Background: an optimization exercise with open tools, aiming at small area, a short achievable clock period and few clock cycles per item. Do not read the settings as production practice.
Only simulation tests tie the RTL to the original design; equivalence was not proved.
Power and IR drop assume default switching activity.

**flow/design.v**
```verilog
module matrix_alu (
    input wire clk,
    input wire rst_n,
    input wire [2:0] op_code,
    input wire start,
    input wire [199:0] matrix_a_flat,
    input wire [2:0] m_a,
    input wire [2:0] n_a,
    input wire [199:0] matrix_b_flat,
    input wire [2:0] m_b,
    input wire [2:0] n_b,
    input wire [7:0] scalar,
    output reg [399:0] result_flat,
    output reg [2:0] result_m,
    output reg [2:0] result_n,
    output reg done,
    output reg valid,
    output reg busy
);
localparam OP_TRANSPOSE = 3'd0;
localparam OP_SCALAR    = 3'd1;
localparam OP_ADD       = 3'd2;
localparam OP_MULTIPLY  = 3'd3;
wire a_ok  = m_a >= 3'd1 && m_a <= 3'd5 && n_a >= 3'd1 && n_a <= 3'd5;
wire b_ok  = m_b >= 3'd1 && m_b <= 3'd5 && n_b >= 3'd1 && n_b <= 3'd5;
reg  legal;
always @* begin
    case (op_code)
        OP_TRANSPOSE: legal = a_ok;
        OP_SCALAR:    legal = a_ok;
        OP_ADD:       legal = a_ok && m_a == m_b && n_a == n_b;
        OP_MULTIPLY:  legal = a_ok && b_ok && n_a == m_b;
        default:      legal = 1'b0;
    endcase
end
wire is_tr  = op_code == OP_TRANSPOSE;
wire is_sc  = op_code == OP_SCALAR;
wire is_add = op_code == OP_ADD;
wire is_mul = op_code == OP_MULTIPLY;
reg [2:0] k;
wire last  = (k == n_a - 3'd1);
wire multi = is_mul && legal && n_a != 3'd1;
wire first = !busy;
reg [7:0] ag [0:24];
reg [5:1] na_is;
integer r, c, nn, kk, ix;
always @* begin
    for (nn = 1; nn <= 5; nn = nn + 1)
        na_is[nn] = n_a == nn;
    for (r = 0; r < 5; r = r + 1)
        for (c = 0; c < 5; c = c + 1) begin
            ag[r*5+c] = 8'd0;
            for (nn = 1; nn <= 5; nn = nn + 1)
                if (c < nn)
                    ag[r*5+c] = ag[r*5+c] | (matrix_a_flat[(r*nn+c)*8 +: 8] & {8{na_is[nn]}});
        end
end
reg [7:0] va_n [0:4];
reg [7:0] vb_n [0:4];
reg [24:0] bsel [0:4];
always @* begin
    for (r = 0; r < 5; r = r + 1) begin
        va_n[r] = ag[r*5+4];
        for (kk = 0; kk < 3; kk = kk + 1)
            if (k == kk) va_n[r] = ag[r*5+kk+1];
    end
    for (c = 0; c < 5; c = c + 1) begin
        bsel[c] = 25'd0;
        for (nn = 1; nn <= 5; nn = nn + 1)
            for (kk = 1; kk < 5; kk = kk + 1)
                if (c < nn && k == kk - 1 && n_b == nn) bsel[c][kk*nn+c] = 1'b1;
        vb_n[c] = 8'd0;
        for (ix = 0; ix < 25; ix = ix + 1)
            vb_n[c] = vb_n[c] | (matrix_b_flat[ix*8 +: 8] & {8{bsel[c][ix]}});
    end
end
reg [7:0] va_q [0:4];
reg [7:0] vb_q [0:4];
always @(posedge clk) begin
    for (r = 0; r < 5; r = r + 1) begin
        va_q[r] <= va_n[r];
        vb_q[r] <= vb_n[r];
    end
end
reg [7:0] xa [0:4];
always @* begin
    for (r = 0; r < 5; r = r + 1)
        xa[r] = first ? ag[r*5] : va_q[r];
end
reg [7:0] yc [0:4];
always @* begin
    for (c = 0; c < 5; c = c + 1)
        yc[c] = is_mul ? (first ? matrix_b_flat[c*8 +: 8] : vb_q[c]) : (is_sc ? scalar : {7'd0, is_add});
end
reg [15:0] acc [0:24];
reg satm;
genvar gr, gc;
generate
for (gr = 0; gr < 5; gr = gr + 1) begin : row
    for (gc = 0; gc < 5; gc = gc + 1) begin : col
        wire [7:0]  x = is_mul ? xa[gr] : matrix_a_flat[(gr*5+gc)*8 +: 8];
        wire [15:0] z;
        assign z[15:8] = acc[gr*5+gc][15:8] & {8{is_mul && !first}};
        assign z[7:0]  = (acc[gr*5+gc][7:0] & {8{is_mul && !first}}) |
                         (matrix_b_flat[(gr*5+gc)*8 +: 8] & {8{is_add}}) |
                         (ag[gc*5+gr] & {8{is_tr}});
        wire [15:0] v;
        mac_unit u (.x(x), .y(yc[gc]), .z(z), .v(v));
        always @(posedge clk)
            acc[gr*5+gc] <= v;
    end
end
endgenerate
always @(posedge clk or negedge rst_n) begin
    if (!rst_n) begin
        busy <= 1'b0;
        done <= 1'b0;
        k    <= 3'd0;
    end else if (busy) begin
        busy <= !last;
        done <= last;
        k    <= last ? 3'd0 : k + 3'd1;
    end else begin
        busy <= start && multi;
        done <= start && !multi;
        k    <= (start && multi) ? 3'd1 : 3'd0;
    end
end
reg [5:1] ps;    
always @(posedge clk) begin
    valid    <= legal;
    result_m <= is_tr ? n_a : m_a;
    result_n <= is_tr ? m_a : (is_mul ? n_b : n_a);
    for (nn = 1; nn <= 5; nn = nn + 1)
        ps[nn] <= (is_tr && m_a == nn) || (is_mul && n_b == nn);
    satm     <= is_sc || is_add;
end
integer e;
reg [7:0] lo, hi;
always @* begin
    for (e = 0; e < 25; e = e + 1) begin
        lo = {8{satm && acc[e][15:8] != 8'd0}};
        hi = 8'd0;
        for (nn = 1; nn <= 5; nn = nn + 1)
            if (e < 5*nn) begin
                lo = lo | (acc[(e/nn)*5 + e%nn][7:0]  & {8{ps[nn] || (nn == 5 && satm)}});
                hi = hi | (acc[(e/nn)*5 + e%nn][15:8] & {8{ps[nn]}});
            end
        result_flat[e*16 +: 16] = {hi, lo};
    end
end
endmodule
module mac_unit (input wire [7:0] x, input wire [7:0] y, input wire [15:0] z, output wire [15:0] v);
wire pp0_0 = x[0] & y[0];
wire pp0_1 = x[0] & y[1];
wire pp0_2 = x[0] & y[2];
wire pp0_3 = x[0] & y[3];
wire pp0_4 = x[0] & y[4];
wire pp0_5 = x[0] & y[5];
wire pp0_6 = x[0] & y[6];
wire pp0_7 = x[0] & y[7];
wire pp1_0 = x[1] & y[0];
wire pp1_1 = x[1] & y[1];
wire pp1_2 = x[1] & y[2];
wire pp1_3 = x[1] & y[3];
wire pp1_4 = x[1] & y[4];
wire pp1_5 = x[1] & y[5];
wire pp1_6 = x[1] & y[6];
wire pp1_7 = x[1] & y[7];
wire pp2_0 = x[2] & y[0];
wire pp2_1 = x[2] & y[1];
wire pp2_2 = x[2] & y[2];
wire pp2_3 = x[2] & y[3];
wire pp2_4 = x[2] & y[4];
wire pp2_5 = x[2] & y[5];
wire pp2_6 = x[2] & y[6];
wire pp2_7 = x[2] & y[7];
wire pp3_0 = x[3] & y[0];
wire pp3_1 = x[3] & y[1];
wire pp3_2 = x[3] & y[2];
wire pp3_3 = x[3] & y[3];
wire pp3_4 = x[3] & y[4];
wire pp3_5 = x[3] & y[5];
wire pp3_6 = x[3] & y[6];
wire pp3_7 = x[3] & y[7];
wire pp4_0 = x[4] & y[0];
wire pp4_1 = x[4] & y[1];
wire pp4_2 = x[4] & y[2];
wire pp4_3 = x[4] & y[3];
wire pp4_4 = x[4] & y[4];
wire pp4_5 = x[4] & y[5];
wire pp4_6 = x[4] & y[6];
wire pp4_7 = x[4] & y[7];
wire pp5_0 = x[5] & y[0];
wire pp5_1 = x[5] & y[1];
wire pp5_2 = x[5] & y[2];
wire pp5_3 = x[5] & y[3];
wire pp5_4 = x[5] & y[4];
wire pp5_5 = x[5] & y[5];
wire pp5_6 = x[5] & y[6];
wire pp5_7 = x[5] & y[7];
wire pp6_0 = x[6] & y[0];
wire pp6_1 = x[6] & y[1];
wire pp6_2 = x[6] & y[2];
wire pp6_3 = x[6] & y[3];
wire pp6_4 = x[6] & y[4];
wire pp6_5 = x[6] & y[5];
wire pp6_6 = x[6] & y[6];
wire pp6_7 = x[6] & y[7];
wire pp7_0 = x[7] & y[0];
wire pp7_1 = x[7] & y[1];
wire pp7_2 = x[7] & y[2];
wire pp7_3 = x[7] & y[3];
wire pp7_4 = x[7] & y[4];
wire pp7_5 = x[7] & y[5];
wire pp7_6 = x[7] & y[6];
wire pp7_7 = x[7] & y[7];
wire n1, n2;
mac_ha hn1 (.a(pp0_5), .b(pp1_4), .s(n1), .co(n2));
wire n3, n4;
mac_fa fn3 (.a(pp0_6), .b(pp1_5), .c(pp2_4), .s(n3), .co(n4));
wire n5, n6;
mac_ha hn5 (.a(pp3_3), .b(pp4_2), .s(n5), .co(n6));
wire n7, n8;
mac_fa fn7 (.a(pp0_7), .b(pp1_6), .c(pp2_5), .s(n7), .co(n8));
wire n9, n10;
mac_fa fn9 (.a(pp3_4), .b(pp4_3), .c(pp5_2), .s(n9), .co(n10));
wire n11, n12;
mac_ha hn11 (.a(pp6_1), .b(pp7_0), .s(n11), .co(n12));
wire n13, n14;
mac_fa fn13 (.a(pp1_7), .b(pp2_6), .c(pp3_5), .s(n13), .co(n14));
wire n15, n16;
mac_fa fn15 (.a(pp4_4), .b(pp5_3), .c(pp6_2), .s(n15), .co(n16));
wire n17, n18;
mac_ha hn17 (.a(pp7_1), .b(z[8]), .s(n17), .co(n18));
wire n19, n20;
mac_fa fn19 (.a(pp2_7), .b(pp3_6), .c(pp4_5), .s(n19), .co(n20));
wire n21, n22;
mac_fa fn21 (.a(pp5_4), .b(pp6_3), .c(pp7_2), .s(n21), .co(n22));
wire n23, n24;
mac_fa fn23 (.a(pp3_7), .b(pp4_6), .c(pp5_5), .s(n23), .co(n24));
wire n25, n26;
mac_ha hn25 (.a(pp0_3), .b(pp1_2), .s(n25), .co(n26));
wire n27, n28;
mac_fa fn27 (.a(pp0_4), .b(pp1_3), .c(pp2_2), .s(n27), .co(n28));
wire n29, n30;
mac_ha hn29 (.a(pp3_1), .b(pp4_0), .s(n29), .co(n30));
wire n31, n32;
mac_fa fn31 (.a(pp2_3), .b(pp3_2), .c(pp4_1), .s(n31), .co(n32));
wire n33, n34;
mac_fa fn33 (.a(pp5_0), .b(z[5]), .c(n1), .s(n33), .co(n34));
wire n35, n36;
mac_fa fn35 (.a(pp5_1), .b(pp6_0), .c(z[6]), .s(n35), .co(n36));
wire n37, n38;
mac_fa fn37 (.a(n3), .b(n5), .c(n2), .s(n37), .co(n38));
wire n39, n40;
mac_fa fn39 (.a(z[7]), .b(n7), .c(n9), .s(n39), .co(n40));
wire n41, n42;
mac_fa fn41 (.a(n11), .b(n4), .c(n6), .s(n41), .co(n42));
wire n43, n44;
mac_fa fn43 (.a(n13), .b(n15), .c(n17), .s(n43), .co(n44));
wire n45, n46;
mac_fa fn45 (.a(n8), .b(n10), .c(n12), .s(n45), .co(n46));
wire n47, n48;
mac_fa fn47 (.a(z[9]), .b(n19), .c(n21), .s(n47), .co(n48));
wire n49, n50;
mac_fa fn49 (.a(n14), .b(n16), .c(n18), .s(n49), .co(n50));
wire n51, n52;
mac_fa fn51 (.a(pp6_4), .b(pp7_3), .c(z[10]), .s(n51), .co(n52));
wire n53, n54;
mac_fa fn53 (.a(n23), .b(n20), .c(n22), .s(n53), .co(n54));
wire n55, n56;
mac_fa fn55 (.a(pp4_7), .b(pp5_6), .c(pp6_5), .s(n55), .co(n56));
wire n57, n58;
mac_fa fn57 (.a(pp7_4), .b(z[11]), .c(n24), .s(n57), .co(n58));
wire n59, n60;
mac_fa fn59 (.a(pp5_7), .b(pp6_6), .c(pp7_5), .s(n59), .co(n60));
wire n61, n62;
mac_ha hn61 (.a(pp0_2), .b(pp1_1), .s(n61), .co(n62));
wire n63, n64;
mac_fa fn63 (.a(pp2_1), .b(pp3_0), .c(z[3]), .s(n63), .co(n64));
wire n65, n66;
mac_fa fn65 (.a(z[4]), .b(n27), .c(n29), .s(n65), .co(n66));
wire n67, n68;
mac_fa fn67 (.a(n31), .b(n33), .c(n28), .s(n67), .co(n68));
wire n69, n70;
mac_fa fn69 (.a(n35), .b(n37), .c(n32), .s(n69), .co(n70));
wire n71, n72;
mac_fa fn71 (.a(n39), .b(n41), .c(n36), .s(n71), .co(n72));
wire n73, n74;
mac_fa fn73 (.a(n43), .b(n45), .c(n40), .s(n73), .co(n74));
wire n75, n76;
mac_fa fn75 (.a(n47), .b(n49), .c(n44), .s(n75), .co(n76));
wire n77, n78;
mac_fa fn77 (.a(n51), .b(n53), .c(n48), .s(n77), .co(n78));
wire n79, n80;
mac_fa fn79 (.a(n55), .b(n57), .c(n52), .s(n79), .co(n80));
wire n81, n82;
mac_fa fn81 (.a(z[12]), .b(n59), .c(n56), .s(n81), .co(n82));
wire n83, n84;
mac_fa fn83 (.a(pp6_7), .b(pp7_6), .c(z[13]), .s(n83), .co(n84));
wire n85, n86;
mac_ha hn85 (.a(pp0_1), .b(pp1_0), .s(n85), .co(n86));
wire n87, n88;
mac_fa fn87 (.a(pp2_0), .b(z[2]), .c(n61), .s(n87), .co(n88));
wire n89, n90;
mac_fa fn89 (.a(n25), .b(n63), .c(n62), .s(n89), .co(n90));
wire n91, n92;
mac_fa fn91 (.a(n26), .b(n65), .c(n64), .s(n91), .co(n92));
wire n93, n94;
mac_fa fn93 (.a(n30), .b(n67), .c(n66), .s(n93), .co(n94));
wire n95, n96;
mac_fa fn95 (.a(n34), .b(n69), .c(n68), .s(n95), .co(n96));
wire n97, n98;
mac_fa fn97 (.a(n38), .b(n71), .c(n70), .s(n97), .co(n98));
wire n99, n100;
mac_fa fn99 (.a(n42), .b(n73), .c(n72), .s(n99), .co(n100));
wire n101, n102;
mac_fa fn101 (.a(n46), .b(n75), .c(n74), .s(n101), .co(n102));
wire n103, n104;
mac_fa fn103 (.a(n50), .b(n77), .c(n76), .s(n103), .co(n104));
wire n105, n106;
mac_fa fn105 (.a(n54), .b(n79), .c(n78), .s(n105), .co(n106));
wire n107, n108;
mac_fa fn107 (.a(n58), .b(n81), .c(n80), .s(n107), .co(n108));
wire n109, n110;
mac_fa fn109 (.a(n60), .b(n83), .c(n82), .s(n109), .co(n110));
wire n111, n112;
mac_fa fn111 (.a(pp7_7), .b(z[14]), .c(n84), .s(n111), .co(n112));
wire [15:0] ra = {z[15], n111, n109, n107, n105, n103, n101, n99, n97, n95, n93, n91, n89, n87, z[1], pp0_0};
wire [15:0] rb = {n112, n110, n108, n106, n104, n102, n100, n98, n96, n94, n92, n90, n88, n86, n85, z[0]};
wire [15:0] p0 = ra ^ rb;
wire [15:0] g0 = ra & rb;
wire gg1 = g0[1] | (p0[1] & g0[0]);
wire pp_1 = p0[1] & p0[0];
wire gg2 = g0[3] | (p0[3] & g0[2]);
wire pp_2 = p0[3] & p0[2];
wire gg3 = g0[5] | (p0[5] & g0[4]);
wire pp_3 = p0[5] & p0[4];
wire gg4 = g0[7] | (p0[7] & g0[6]);
wire pp_4 = p0[7] & p0[6];
wire gg5 = g0[9] | (p0[9] & g0[8]);
wire pp_5 = p0[9] & p0[8];
wire gg6 = g0[11] | (p0[11] & g0[10]);
wire pp_6 = p0[11] & p0[10];
wire gg7 = g0[13] | (p0[13] & g0[12]);
wire pp_7 = p0[13] & p0[12];
wire gg8 = g0[15] | (p0[15] & g0[14]);
wire pp_8 = p0[15] & p0[14];
wire gg9 = gg2 | (pp_2 & gg1);
wire pp_9 = pp_2 & pp_1;
wire gg10 = gg4 | (pp_4 & gg3);
wire pp_10 = pp_4 & pp_3;
wire gg11 = gg6 | (pp_6 & gg5);
wire pp_11 = pp_6 & pp_5;
wire gg12 = gg8 | (pp_8 & gg7);
wire pp_12 = pp_8 & pp_7;
wire gg13 = gg10 | (pp_10 & gg9);
wire pp_13 = pp_10 & pp_9;
wire gg14 = gg12 | (pp_12 & gg11);
wire pp_14 = pp_12 & pp_11;
wire gg15 = gg14 | (pp_14 & gg13);
wire pp_15 = pp_14 & pp_13;
wire gg16 = gg11 | (pp_11 & gg13);
wire pp_16 = pp_11 & pp_13;
wire gg17 = gg3 | (pp_3 & gg9);
wire pp_17 = pp_3 & pp_9;
wire gg18 = gg5 | (pp_5 & gg13);
wire pp_18 = pp_5 & pp_13;
wire gg19 = gg7 | (pp_7 & gg16);
wire pp_19 = pp_7 & pp_16;
wire gg20 = g0[2] | (p0[2] & gg1);
wire pp_20 = p0[2] & pp_1;
wire gg21 = g0[4] | (p0[4] & gg9);
wire pp_21 = p0[4] & pp_9;
wire gg22 = g0[6] | (p0[6] & gg17);
wire pp_22 = p0[6] & pp_17;
wire gg23 = g0[8] | (p0[8] & gg13);
wire pp_23 = p0[8] & pp_13;
wire gg24 = g0[10] | (p0[10] & gg18);
wire pp_24 = p0[10] & pp_18;
wire gg25 = g0[12] | (p0[12] & gg16);
wire pp_25 = p0[12] & pp_16;
wire gg26 = g0[14] | (p0[14] & gg19);
wire pp_26 = p0[14] & pp_19;
assign v = p0 ^ {gg26, gg19, gg25, gg16, gg24, gg18, gg23, gg13, gg22, gg17, gg21, gg9, gg20, gg1, g0[0], 1'b0};
endmodule
module mac_fa (input wire a, input wire b, input wire c, output wire s, output wire co);
assign s = a ^ b ^ c;
assign co = (a & b) | (a & c) | (b & c);
endmodule
module mac_ha (input wire a, input wire b, output wire s, output wire co);
assign s = a ^ b;
assign co = a & b;
endmodule
```
**flow/flow/run.sh**
```bash
#!/bin/bash
# The standard layout (the standard.sh, all ORFS steps unchanged), except
# that buffer_ports buffers every input and output port with buf_1, the
# smallest buffer, instead of the delay buffer it picks on its own.
set -euo pipefail
export BUFFER_PORTS_ARGS="-buffer_cell sky130_fd_sc_hd__buf_1"
bash standard.sh > standard.log 2>&1
```
**flow/standard.sh**
```bash
#!/bin/bash
# synth_recipe.tcl (not shown) runs the flow's synth.tcl, then flattens the netlist and writes it again
# the make line also repeats each setting of config.mk as NAME=value (left out here)
make -C /OpenROAD-flow-scripts/flow DESIGN_CONFIG=/design/flow/config.mk WORK_HOME=/design/flow/orfs CLKGATE_MAP_FILE= SYNTH_SCRIPT=/design/flow/synth_recipe.tcl "${@:-finish}"
```
**flow/config.mk**
```make
export PLATFORM = sky130hd
export DESIGN_NAME = matrix_alu
export DESIGN_NICKNAME = matrix_alu
export VERILOG_FILES = /design/flow/design.v
export SDC_FILE = /design/flow/constraint.sdc
export NUM_CORES = 4
export LEC_CHECK = 0
export CAP_MARGIN = 30
export CORE_MARGIN = 2
export CORE_UTILIZATION = 40
export PLACE_DENSITY = 0.6
export SETUP_SLACK_MARGIN = 4
export SLEW_MARGIN = 30
export SYNTH_HIERARCHICAL = 1
```
**flow/constraint.sdc**
```tcl
create_clock -name core_clock -period 11.0 [get_ports {clk}]
set_input_delay 2.2000 -clock core_clock [delete_from_list [all_inputs] [get_ports {clk}]]
set_output_delay 2.2000 -clock core_clock [all_outputs]
set_load 0.01 [all_outputs]
```
==> metrics.csv, run 1 <==
stage,metric,value,unit
run_status,status,no timing/DRC/antenna violations,
routing,via_per_inst,7.13,
routing,drtIter0Drc,15696,
finish,drive_gt1_share,18.8,%
finish,nets,11838,
synthesis,synth_warnings,25,
timing,slew_violations,0,
timing,hold_ws,0.664,ns
setup_path,cp_slowest_cell,a222oi_1,
routing,wl_per_cell,48.2,microns
cts,cts_buffer_depth,3,
min_path,worstHoldPathType,flop to flop,
min_path,whs_path_depth,3,
power,swShare,51.5,%
setup_path,worstRegToRegCells,16,
job,maxCapViolCount,0,
timing,fin_crit_sh,73.1,%
synthesis,yosysMostFrequentCell,and2_1,
power,p_seq_share,30.0,%
setup_path,crit_family,adder cells,
power,p_leak,46.9,nW
setup_path,path_cells,"buf_12, clkinvlp_4, ha_4, buf_16, a222oi_1, a21o_1, o21ai_1, buf_4, o21a_4, and2_4, fa_1, fa_1, fa_1, fa_1, ha_4, a21oi_4, o211ai_1, a31o_1, o31a_1, fa_2, xnor2_1",
synthesis,syn_inst,8253,
routing,num_vias,88542,
floorplanning,top_level_ports,835,
synthesis,async_reset_ff_share,1.00,%
synthesis,synth_fp_nets,10614,
finish,area_delta_synth_final,24.1,%
place,gp_congestion,1.11,
setup_path,arrival,8.71,ns
grt,overflow,0,
setup_path,crit_type,primary input to flop,
setup_path,reg2reg_slack,3.63,ns
timing,finClkSkew,0.0454,ns
floorplanning,die_height,454,microns
min_path,whs_endpoint,acc[19][0]$_DFF_P_,
setup_path,worstSetupEndpointType,flop,
min_path,hp-start,acc[19][0]$_DFF_P_,
place,dp.final_hpwl,459,mm
synthesis,synth_common_cells,"and2_1 (1645), fa_1 (1400), ha_1 (535)",
finish,fin_area,101000,sq um
grt,grt_usage,57.2,%
timing,worst_pin_slew,1.37,ns
synthesis,synthDistinctLibCells,72,
power,p_sw,6.35,mW
setup_path,cp_max_fo,8,
timing,tns,0,ns
cts,clk_latency,0.78,ns
timing,rsz0062_at_grt,true,
setup_path,r2r-start,busy$_DFF_PN0_,
synthesis,synthDominantCellAreaShare,34.6,%
floorplanning,coreArea,202000,sq um
grt,grt_pass1_wl,784,mm
cts,clock-root-buffer,clkbuf_16,
grt,grt_pass1_vias,84577,
routing,first_pass_iters,17,
synthesis,synth_area,81000,sq um
synthesis,ys_seq_area_share,12.3,%
grt,grt_antenna_before_repair,161,
floorplanning,row_count,165,
setup_path,start_kind,primary input,
timing,max-slew-margin-rel,8.58,%
grt,grt_max_degree,132,
cts,cts_hold_buffers,0,
setup_path,critPathMaxStageDelay,1.15,ns
routing,postRouteAntennaNets,0,
place,port_buffers,834,
timing,period_needed,8.04,ns
synthesis,synth_top_cell_by_area,fa_1,
power,intPower,5.98,mW
synthesis,synth.area.top_cells,"fa_1 (35%), and2_1 (13%), dfxtp_1 (12%)",
setup_path,r2r_end,acc[23][15]$_DFF_P_,
synthesis,postSynthAreaPerCell,9.82,sq um
cts,path_clk_slew,0.06,ns
cts,cts_made_buffers,80,
setup_path,crit_top_cell,fa_1,
power,power_density,123,nW/um^2
floorplanning,start_util,40.2,%
synthesis,synth_enable_flop_cells,0,
cts,cts_tree,built,
setup_path,crit_buf_inv,4,
cts,cts.sinks,498,
timing,timing.fmax,0.124,GHz
synthesis,ys_seq_elements,498,
place,placed_area,90500,sq um
routing,drc_errors,0,
power,clockPowerShare,23.1,%
power,ir_worst_vdd,136,uV
floorplanning,die-area,206000,sq um
synthesis,synthFlopType,dfxtp_1,
setup_path,crit_required,11.67,ns
finish,n_fill_cell,18978,
timing,setup_viol,0,
floorplanning,die_w,454,microns
cts,cts-htree-levels,3,
timing,finalHoldViolations,0,
power,pwr-share-comb,46.9,%
routing,wl,598,mm
[power groups by stage]
| stage | Clock, mW | Combinational, mW | Sequential, mW |
|---|---|---|---|
| finish | 2.84 | 5.78 | 3.70 |
| detailed placement | 0 | 4.81 | 3.51 |
| global route | 2.88 | 5.95 | 3.57 |
| floorplan | 0 | 2.73 | 2.56 |
| global placement | 0 | 4.76 | 3.53 |
| CTS | 2.83 | 5.14 | 3.48 |
[worst min-delay path: cells and delay by family (launching register included)]
kind | cells | cell delay [ns]
adder cells (fa/ha/maj) | 1 | 0.14
flip-flops | 1 | 0.34
AO/OA/AOI/OAI | 2 | 0.16
[Yosys stat by module, one instance, submodules excluded]
module / flip-flops and latches / cells inside / copies in the design / cell area [sq um]
mac_fa: 0 / 1 / 1200 / 20.0
mac_unit: 0 / 127 / 25 / 981
matrix_alu: 498 / 3678 / 1 / 30000
mac_ha: 0 / 1 / 200 / 12.5
[area by class of cell]
type	count	area, sq um	area share [%]
Inverter	346	1320	1.31
Tap cell	2672	3340	3.33
Clock inverter	25	329	0.327
Antenna cell	207	518	0.515
Multi-Input combinational cell	7006	72900	72.5
Timing Repair Buffer	1545	9740	9.69
Sequential cell	498	10000	9.97
Clock buffer	115	2340	2.33
[cells by family (layout without fill, tap and decap cells)]
group,after synthesis,in the layout,synth area share [%]
AND/OR/NAND/NOR,2793,2794,19.6
AO/OA/AOI/OAI,1987,1990,18.5
adder cells (fa/ha/maj),1935,1935,42.8
buffers and inverters,753,2031,3.57
flip-flops,498,498,12.3
XOR/XNOR,212,212,2.29
multiplexers,75,75,0.942
other,0,207,0
[how the worst max path moves through the flow]
stage / endpoint / start / slack (ns) / cells after the start
after floorplan: acc[11][15]$_DFF_P_ / op_code[2] / 3.67 / 15
after global placement: acc[20][15]$_DFF_P_ / n_a[1] / 1.46 / 21
after CTS: acc[20][15]$_DFF_P_ / n_a[1] / 3.38 / 21
after detailed placement: acc[20][15]$_DFF_P_ / n_a[1] / 1.40 / 21
final: acc[20][15]$_DFF_P_ / n_a[1] / 2.96 / 21
after global routing: acc[9][15]$_DFF_P_ / n_a[1] / 3.19 / 27
[sequential cells by signal (all words and copies together), names as in the netlist]
name / count
acc: 400
va_q: 40
vb_q: 40
ps: 5
k: 3
result_m: 3
result_n: 3
busy: 1
done: 1
satm: 1
valid: 1
[cell usage in the layout (no fill, tap or decap), types with 134 or more instances in the layout]
| cell type | instances |
|---|---|
| o21ai_0 | 182 |
| fa_1 | 1241 |
| nand2_1 | 493 |
| dfxtp_1 | 480 |
| and3_1 | 211 |
| ha_1 | 412 |
| diode_2 | 207 |
| a21oi_1 | 134 |
| inv_1 | 337 |
| buf_4 | 532 |
| a222oi_1 | 252 |
| and2_1 | 1546 |
| fa_2 | 159 |
| a22oi_1 | 384 |
| buf_1 | 813 |
[per-layer routing]
metal	vias up	part of all wire [%]	GRT usage [%]
li1	31915	-	-
met1	45039	33	60.6
met3	3137	13	29.6
met2	8399	40	77.2
met4	52	13	61.9
met5	-	0.29	5.43
[per-stage QoR]
stage,std cells,util [%],setup WS [ns],total power [mW]
final,12414,49.8,2.96,12.3
after global routing,12282,49.7,3.19,12.4
after CTS,12073,48.2,3.38,11.5
after detailed placement,11694,44.9,1.40,8.33
after global placement,11678,44.8,1.46,8.28
after floorplan,8253,-,3.67,5.29
[what timing repair did]
| action | 4_1_cts | 5_1_grt |
|---|---|---|
| buffers inserted | 229 | 124 |
| resized for setup | 495 | 374 |
| pin swaps | 287 | 462 |
| cloned | 10 | 1 |
| setup endpoints to repair | 267 | 228 |
Testbench counts, summed over its fixed seeds: cycles 2,909, ops 2,000.
==> run 2: changes to the inputs <==
--- a/flow/design.v
+++ b/flow/design.v
@@ -39,13 +39,18 @@
 wire is_mul = op_code == OP_MULTIPLY;
 reg [2:0] k;
-wire last  = (k == n_a - 3'd1);
+reg [2:0] k1;    
+wire last  = (k1 == n_a);
 wire multi = is_mul && legal && n_a != 3'd1;
 wire first = !busy;
 reg [7:0] ag [0:24];
-reg [5:1] na_is;
+wire [5:1] na_is [0:4];
+genvar gd;
+generate
+for (gd = 0; gd < 5; gd = gd + 1) begin : nadec
+    dim_dec d (.n(n_a), .is(na_is[gd]));
+end
+endgenerate
 integer r, c, nn, kk, ix;
 always @* begin
-    for (nn = 1; nn <= 5; nn = nn + 1)
-        na_is[nn] = n_a == nn;
     for (r = 0; r < 5; r = r + 1)
         for (c = 0; c < 5; c = c + 1) begin
@@ -53,5 +58,5 @@
             for (nn = 1; nn <= 5; nn = nn + 1)
                 if (c < nn)
-                    ag[r*5+c] = ag[r*5+c] | (matrix_a_flat[(r*nn+c)*8 +: 8] & {8{na_is[nn]}});
+                    ag[r*5+c] = ag[r*5+c] | (matrix_a_flat[(r*nn+c)*8 +: 8] & {8{na_is[r][nn]}});
         end
 end
@@ -106,5 +111,5 @@
                          (ag[gc*5+gr] & {8{is_tr}});
         wire [15:0] v;
-        mac_unit u (.x(x), .y(yc[gc]), .z(z), .v(v));
+        mac_unit u (.xn(~x), .yn(~yc[gc]), .z(z), .v(v));
         always @(posedge clk)
             acc[gr*5+gc] <= v;
@@ -117,12 +122,15 @@
         done <= 1'b0;
         k    <= 3'd0;
+        k1   <= 3'd1;
     end else if (busy) begin
         busy <= !last;
         done <= last;
-        k    <= last ? 3'd0 : k + 3'd1;
+        k    <= last ? 3'd0 : k1;
+        k1   <= last ? 3'd1 : k1 + 3'd1;
     end else begin
         busy <= start && multi;
         done <= start && !multi;
         k    <= (start && multi) ? 3'd1 : 3'd0;
+        k1   <= (start && multi) ? 3'd2 : 3'd1;
     end
 end
@@ -151,69 +159,76 @@
 end
 endmodule
-module mac_unit (input wire [7:0] x, input wire [7:0] y, input wire [15:0] z, output wire [15:0] v);
-wire pp0_0 = x[0] & y[0];
-wire pp0_1 = x[0] & y[1];
-wire pp0_2 = x[0] & y[2];
-wire pp0_3 = x[0] & y[3];
-wire pp0_4 = x[0] & y[4];
-wire pp0_5 = x[0] & y[5];
-wire pp0_6 = x[0] & y[6];
-wire pp0_7 = x[0] & y[7];
-wire pp1_0 = x[1] & y[0];
-wire pp1_1 = x[1] & y[1];
-wire pp1_2 = x[1] & y[2];
-wire pp1_3 = x[1] & y[3];
-wire pp1_4 = x[1] & y[4];
-wire pp1_5 = x[1] & y[5];
-wire pp1_6 = x[1] & y[6];
-wire pp1_7 = x[1] & y[7];
-wire pp2_0 = x[2] & y[0];
-wire pp2_1 = x[2] & y[1];
-wire pp2_2 = x[2] & y[2];
-wire pp2_3 = x[2] & y[3];
-wire pp2_4 = x[2] & y[4];
-wire pp2_5 = x[2] & y[5];
-wire pp2_6 = x[2] & y[6];
-wire pp2_7 = x[2] & y[7];
-wire pp3_0 = x[3] & y[0];
-wire pp3_1 = x[3] & y[1];
-wire pp3_2 = x[3] & y[2];
-wire pp3_3 = x[3] & y[3];
-wire pp3_4 = x[3] & y[4];
-wire pp3_5 = x[3] & y[5];
-wire pp3_6 = x[3] & y[6];
-wire pp3_7 = x[3] & y[7];
-wire pp4_0 = x[4] & y[0];
-wire pp4_1 = x[4] & y[1];
-wire pp4_2 = x[4] & y[2];
-wire pp4_3 = x[4] & y[3];
-wire pp4_4 = x[4] & y[4];
-wire pp4_5 = x[4] & y[5];
-wire pp4_6 = x[4] & y[6];
-wire pp4_7 = x[4] & y[7];
-wire pp5_0 = x[5] & y[0];
-wire pp5_1 = x[5] & y[1];
-wire pp5_2 = x[5] & y[2];
-wire pp5_3 = x[5] & y[3];
-wire pp5_4 = x[5] & y[4];
-wire pp5_5 = x[5] & y[5];
-wire pp5_6 = x[5] & y[6];
-wire pp5_7 = x[5] & y[7];
-wire pp6_0 = x[6] & y[0];
-wire pp6_1 = x[6] & y[1];
-wire pp6_2 = x[6] & y[2];
-wire pp6_3 = x[6] & y[3];
-wire pp6_4 = x[6] & y[4];
-wire pp6_5 = x[6] & y[5];
-wire pp6_6 = x[6] & y[6];
-wire pp6_7 = x[6] & y[7];
-wire pp7_0 = x[7] & y[0];
-wire pp7_1 = x[7] & y[1];
-wire pp7_2 = x[7] & y[2];
-wire pp7_3 = x[7] & y[3];
-wire pp7_4 = x[7] & y[4];
-wire pp7_5 = x[7] & y[5];
-wire pp7_6 = x[7] & y[6];
-wire pp7_7 = x[7] & y[7];
+module dim_dec (input wire [2:0] n, output wire [5:1] is);
+assign is[1] = n == 3'd1;
+assign is[2] = n == 3'd2;
+assign is[3] = n == 3'd3;
+assign is[4] = n == 3'd4;
+assign is[5] = n == 3'd5;
+endmodule
+module mac_unit (input wire [7:0] xn, input wire [7:0] yn, input wire [15:0] z, output wire [15:0] v);
+wire pp0_0 = ~(xn[0] | yn[0]);
+wire pp0_1 = ~(xn[0] | yn[1]);
+wire pp0_2 = ~(xn[0] | yn[2]);
+wire pp0_3 = ~(xn[0] | yn[3]);
+wire pp0_4 = ~(xn[0] | yn[4]);
+wire pp0_5 = ~(xn[0] | yn[5]);
+wire pp0_6 = ~(xn[0] | yn[6]);
+wire pp0_7 = ~(xn[0] | yn[7]);
+wire pp1_0 = ~(xn[1] | yn[0]);
+wire pp1_1 = ~(xn[1] | yn[1]);
+wire pp1_2 = ~(xn[1] | yn[2]);
+wire pp1_3 = ~(xn[1] | yn[3]);
+wire pp1_4 = ~(xn[1] | yn[4]);
+wire pp1_5 = ~(xn[1] | yn[5]);
+wire pp1_6 = ~(xn[1] | yn[6]);
+wire pp1_7 = ~(xn[1] | yn[7]);
+wire pp2_0 = ~(xn[2] | yn[0]);
+wire pp2_1 = ~(xn[2] | yn[1]);
+wire pp2_2 = ~(xn[2] | yn[2]);
+wire pp2_3 = ~(xn[2] | yn[3]);
+wire pp2_4 = ~(xn[2] | yn[4]);
+wire pp2_5 = ~(xn[2] | yn[5]);
+wire pp2_6 = ~(xn[2] | yn[6]);
+wire pp2_7 = ~(xn[2] | yn[7]);
+wire pp3_0 = ~(xn[3] | yn[0]);
+wire pp3_1 = ~(xn[3] | yn[1]);
+wire pp3_2 = ~(xn[3] | yn[2]);
+wire pp3_3 = ~(xn[3] | yn[3]);
+wire pp3_4 = ~(xn[3] | yn[4]);
+wire pp3_5 = ~(xn[3] | yn[5]);
+wire pp3_6 = ~(xn[3] | yn[6]);
+wire pp3_7 = ~(xn[3] | yn[7]);
+wire pp4_0 = ~(xn[4] | yn[0]);
+wire pp4_1 = ~(xn[4] | yn[1]);
+wire pp4_2 = ~(xn[4] | yn[2]);
+wire pp4_3 = ~(xn[4] | yn[3]);
+wire pp4_4 = ~(xn[4] | yn[4]);
+wire pp4_5 = ~(xn[4] | yn[5]);
+wire pp4_6 = ~(xn[4] | yn[6]);
+wire pp4_7 = ~(xn[4] | yn[7]);
+wire pp5_0 = ~(xn[5] | yn[0]);
+wire pp5_1 = ~(xn[5] | yn[1]);
+wire pp5_2 = ~(xn[5] | yn[2]);
+wire pp5_3 = ~(xn[5] | yn[3]);
+wire pp5_4 = ~(xn[5] | yn[4]);
+wire pp5_5 = ~(xn[5] | yn[5]);
+wire pp5_6 = ~(xn[5] | yn[6]);
+wire pp5_7 = ~(xn[5] | yn[7]);
+wire pp6_0 = ~(xn[6] | yn[0]);
+wire pp6_1 = ~(xn[6] | yn[1]);
+wire pp6_2 = ~(xn[6] | yn[2]);
+wire pp6_3 = ~(xn[6] | yn[3]);
+wire pp6_4 = ~(xn[6] | yn[4]);
+wire pp6_5 = ~(xn[6] | yn[5]);
+wire pp6_6 = ~(xn[6] | yn[6]);
+wire pp6_7 = ~(xn[6] | yn[7]);
+wire pp7_0 = ~(xn[7] | yn[0]);
+wire pp7_1 = ~(xn[7] | yn[1]);
+wire pp7_2 = ~(xn[7] | yn[2]);
+wire pp7_3 = ~(xn[7] | yn[3]);
+wire pp7_4 = ~(xn[7] | yn[4]);
+wire pp7_5 = ~(xn[7] | yn[5]);
+wire pp7_6 = ~(xn[7] | yn[6]);
+wire pp7_7 = ~(xn[7] | yn[7]);
 wire n1, n2;
 mac_ha hn1 (.a(pp0_5), .b(pp1_4), .s(n1), .co(n2));
==> metrics.csv, run 2 <==
stage,metric,value,unit,change
synthesis,synthAdderAreaFrac,44.3,%,+1.4 points
floorplanning,die-area,199000,sq um,-3.5%
setup_path,worstSetupEndpointType,flop,,
timing,setup_viol,0,,unchanged
finish,final_common_cell,nor2_1,,
job,maxCapViolCount,0,,unchanged
cts,cts.sinks,501,,+0.60%
power,p_sw,7.59,mW,+20%
synthesis,synthDistinctLibCells,71,,-1.4%
run_status,status,no timing/DRC/antenna violations,,
timing,rsz0062_at_grt,true,,
power,p_seq_share,26.7,%,-3.3 points
cts,cts_made_buffers,78,,-2.5%
grt,grt_max_degree,165,,+25%
floorplanning,die_height,446,microns,-1.8%
place,dp.final_hpwl,404,mm,-12%
setup_path,crit_buf_inv,18,,+14
finish,n_fill_cell,18167,,-4.3%
finish,final_util,52.2,%,+2.3 points
setup_path,crit_family,buffers and inverters,,
power,pwr-share-comb,54.6,%,+7.7 points
timing,finClkSkew,0.0686,ns,+0.0232 ns
setup_path,arrival,8.28,ns,-0.43 ns
timing,worst_pin_slew,1.35,ns,-0.0261 ns
timing,slew_violations,0,,unchanged
synthesis,yosysMostFrequentCell,nor2_1,,
cts,clock-root-buffer,clkbuf_16,,
grt,grt_pass1_wl,716,mm,-8.7%
setup_path,crit_top_cell,buf_4,,
power,power_density,146,nW/um^2,+19%
finish,drive_gt1_share,24.2,%,+5.5 points
synthesis,synthDominantCellAreaShare,35.9,%,+1.3 points
routing,first_pass_iters,22,,+5
synthesis,synth.area.top_cells,"fa_1 (36%), dfxtp_1 (13%), ha_1 (8.4%)",,
synthesis,async_reset_ff_share,1.60,%,+0.59 points
cts,clk_latency,0.82,ns,+0.04 ns
synthesis,synth_enable_flop_cells,0,,unchanged
synthesis,synth_mux_area_share,1.14,%,+0.19 points
routing,wl,546,mm,-8.6%
synthesis,synth_fp_nets,10976,,+3.4%
synthesis,synth_top_cell_by_area,fa_1,,
synthesis,synthSimpleGateAreaFrac,16.0,%,-3.5 points
grt,grt_usage,53.2,%,-4.0 points
finish,reg.largest.list,"acc (400), va_q (40), vb_q (40)",,
timing,finalHoldViolations,0,,unchanged
place,placedCellCount,11584,,-0.94%
finish,final_cell_mix,"nor2_1 (1503), fa_1 (1225), buf_4 (902)",,
routing,drtIter0Drc,15876,,+1.1%
setup_path,r2r_end,acc[1][15]$_DFF_P_,,
setup_path,start_kind,primary input,,
synthesis,synthFlopType,dfxtp_1,,
power,p_leak,47.1,nW,+0.50%
timing,max-slew-margin-rel,10.3,%,+1.7 points
finish,largest_register_ffs,400,,unchanged
synthesis,synth_top_family_by_area,adder cells,,
grt,overflow,0,,unchanged
setup_path,critPathMaxStageDelay,0.88,ns,-0.27 ns
finish,final_cells,12736,,+2.6%
grt,grt_pass1_vias,83418,,-1.4%
cts,cts_buffer_depth,3,,unchanged
min_path,whs_path_depth,1,,-2
power,intPower,7.22,mW,+21%
synthesis,synth_compound_area_share,17.6,%,-0.84 points
synthesis,ys_seq_elements,501,,+0.60%
synthesis,synth_common_cells,"nor2_1 (1705), fa_1 (1400), clkbuf_1 (739)",,
finish,nets,12312,,+4.0%
min_path,worstHoldPathType,flop to flop,,
cts,path_clk_slew,0.06,ns,about the same
timing,tns,0,ns,unchanged
timing,setup_ws,3.38,ns,+0.412 ns
place,port_buffers,834,,unchanged
floorplanning,start_util,40.2,%,about the same
power,finalPower,14.8,mW,+20%
setup_path,cp_max_fo,5,,-3
floorplanning,row_count,162,,-1.8%
cts,cts-htree-levels,3,,unchanged
place,gp_congestion,1.11,,about the same
synthesis,synth_warnings,25,,unchanged
synthesis,syn_inst,8624,,+4.5%
synthesis,postSynthAreaPerCell,9.06,sq um,-7.7%
power,ir_worst_vdd,155,uV,+14%
setup_path,worstRegToRegCells,17,,+1
setup_path,crit_required,11.65,ns,-0.02 ns
synthesis,synth_area,78200,sq um,-3.6%
power,swShare,51.2,%,-0.28 points
floorplanning,top_level_ports,835,,unchanged
floorplanning,die_w,446,microns,-1.8%
routing,num_vias,88752,,+0.24%
routing,via_per_inst,6.97,,-2.3%
timing,timing.fmax,0.131,GHz,+5.4%
setup_path,cp_slowest_cell,a222oi_1,,
routing,wl_per_cell,42.9,microns,-11%
place,dp_slack,1.68,ns,+0.281 ns
synthesis,ys_seq_area_share,12.9,%,+0.55 points
floorplanning,coreArea,195000,sq um,-3.5%
power,clockPowerShare,18.7,%,-4.4 points
setup_path,reg2reg_slack,3.91,ns,+0.28 ns
synthesis,synthXorXnorAreaFrac,2.40,%,+0.11 points
grt,grt_antenna_before_repair,140,,-13%
setup_path,crit_type,primary input to flop,,
routing,postRouteAntennaNets,0,,unchanged
cts,cts_hold_buffers,0,,unchanged
timing,period_needed,7.62,ns,-0.412 ns
routing,drc_errors,0,,unchanged
setup_path,r2r-start,busy$_DFF_PN0_,,
cts,cts_tree,built,,
finish,regMostFlops,acc,,
finish,area_delta_synth_final,29.9,%,
min_path,hp-start,k1[0]$_DFF_PN1_,,
min_path,whs_endpoint,k1[0]$_DFF_PN1_,,
timing,fin_crit_sh,69.3,%,-3.7 points
==> run 2: cell count changes after synthesis, sizes merged, moves of 47 or more <==
cell / delta
a221o: +55
o21a: -164
o21ai: +89
and2: -1607
nor2: +1571
a222oi: +47
clkbuf: +410
a221oi: -115
nand3: +58
==> run 2: what timing repair did <==
item / CTS / global route
setup endpoints to repair: 254 / 193
gates cloned: 24 / 2
pin swaps: 321 / 557
resized for setup: 720 / 529
setup buffers: 564 / 245
==> run 2: Yosys stat by module (local to each module, per instance) <==
module / cells inside / times used
matrix_alu: 3624 / 1
mac_unit: 143 / 25
dim_dec: 5 / 5
mac_fa: 1 / 1200
mac_ha: 1 / 200
==> run 2: final cells by class <==
type | instances | area [sq um] | share of cell area [%]
Clock inverter | 26 | 282 | 0.277
Sequential cell | 501 | 10100 | 9.95
Tap cell | 2542 | 3180 | 3.13
Multi-Input combinational cell | 6976 | 69300 | 68.3
Inverter | 357 | 1340 | 1.32
Antenna cell | 175 | 438 | 0.431
Clock buffer | 113 | 2340 | 2.31
Timing Repair Buffer | 2046 | 14500 | 14.3
==> run 2: how the worst max path moves through the flow <==
stage	start	end	cells past startpoint
2_1_floorplan	n_a[2]	acc[0][15]$_DFF_P_	20
3_5_place_dp	n_a[2]	acc[4][15]$_DFF_P_	19
5_1_grt	n_a[0]	acc[1][15]$_DFF_P_	27
3_3_place_gp	n_a[0]	acc[16][15]$_DFF_P_	20
6_report	n_a[0]	acc[2][13]$_DFF_P_	29
4_1_cts	n_a[0]	acc[4][15]$_DFF_P_	21
==> run 2: per-layer routing <==
metal	GRT usage (%)	vias to the layer above	routed length [microns]
met5	3.08	-	1130
li1	-	32907	-
met4	56.7	64	73100
met2	69.6	8527	212000
met3	28.5	2968	82100
met1	58.2	44286	178000
==> run 2: per-stage QoR <==
| stage | hold slack (ns) | area (sq um) |
|---|---|---|
| 5_1_grt | 0.587 | 101000 |
| 3_5_place_dp | 0.559 | 86200 |
| 4_1_cts | 0.571 | 96700 |
| 2_1_floorplan | 0.516 | 80300 |
| 6_report | 0.574 | 102000 |
| 3_3_place_gp | 0.533 | 86100 |
==> run 2: logic make-up after synthesis <==
kind of cell / count (synthesis)
and+or+nand+nor: 2909
DFF: 501
buffers and inverters: 1157
adders and majority gates: 1926
AOI/OAI and AO/OA: 1834
xor gates and xnor gates: 214
muxes: 83
==> run 2: power groups by stage <==
stage | clock network [mW] | logic [mW] | registers (mW)
final | 2.77 | 8.09 | 3.95
after global routing | 2.82 | 8.43 | 3.82
after CTS | 2.75 | 7.10 | 3.75
after detailed placement | 0 | 6.47 | 3.78
after floorplan | 0 | 4.08 | 2.81
after global placement | 0 | 6.36 | 3.79
==> run 2: worst register-to-register path, delay by kind of cell (launching register included) <==
| family | cells | cell delay, ns |
|---|---|---|
| AO/OA/AOI/OAI | 5 | 1.23 |
| XOR/XNOR | 1 | 0.14 |
| adder cells (fa/ha/maj) | 6 | 2.71 |
| buffers and inverters | 3 | 1.66 |
| flip-flops | 1 | 0.59 |
| multiplexers | 1 | 0.50 |
| AND/OR/NAND/NOR | 1 | 0.13 |
Testbench counts of run 2, summed over its fixed seeds: cycles 2,909, ops 2,000.

==> afterwards: timing with drivers on the ports <==
The flow's constraints put no driver on any port. The routed layouts listed below were extracted and timed again, unchanged, in two steps.
Step 1: set_driving_cell puts a clkbuf_16 on clk and a buf_2 on each other input, an assumption about the parent block.
Step 2, shift: input delay + t, output delay - t, t = (earliest + latest rising clock arrival at the registers) / 2. This alone moves slack from input paths to output paths.
a / b / c = ideal ports / drivers / drivers and shift; a / b = the first two.
run | t, ns | slack for setup (ns) | hold slack, ns | worst setup path after step 2 | pins driven straight from the clock port
run 1 | 0.865 | 2.963 / 2.993 / 2.129 | 0.664 / 0.664 / 0.664 | input to register | 1
run 2 | 0.891 | 3.375 / 3.207 / 2.317 | 0.574 / 0.574 / 0.574 | input to register | 1
After both steps every run listed still meets setup and hold. The setup slack of run 2, which loses most, moves by -0.168 ns with the drivers and by -1.058 ns with both steps.
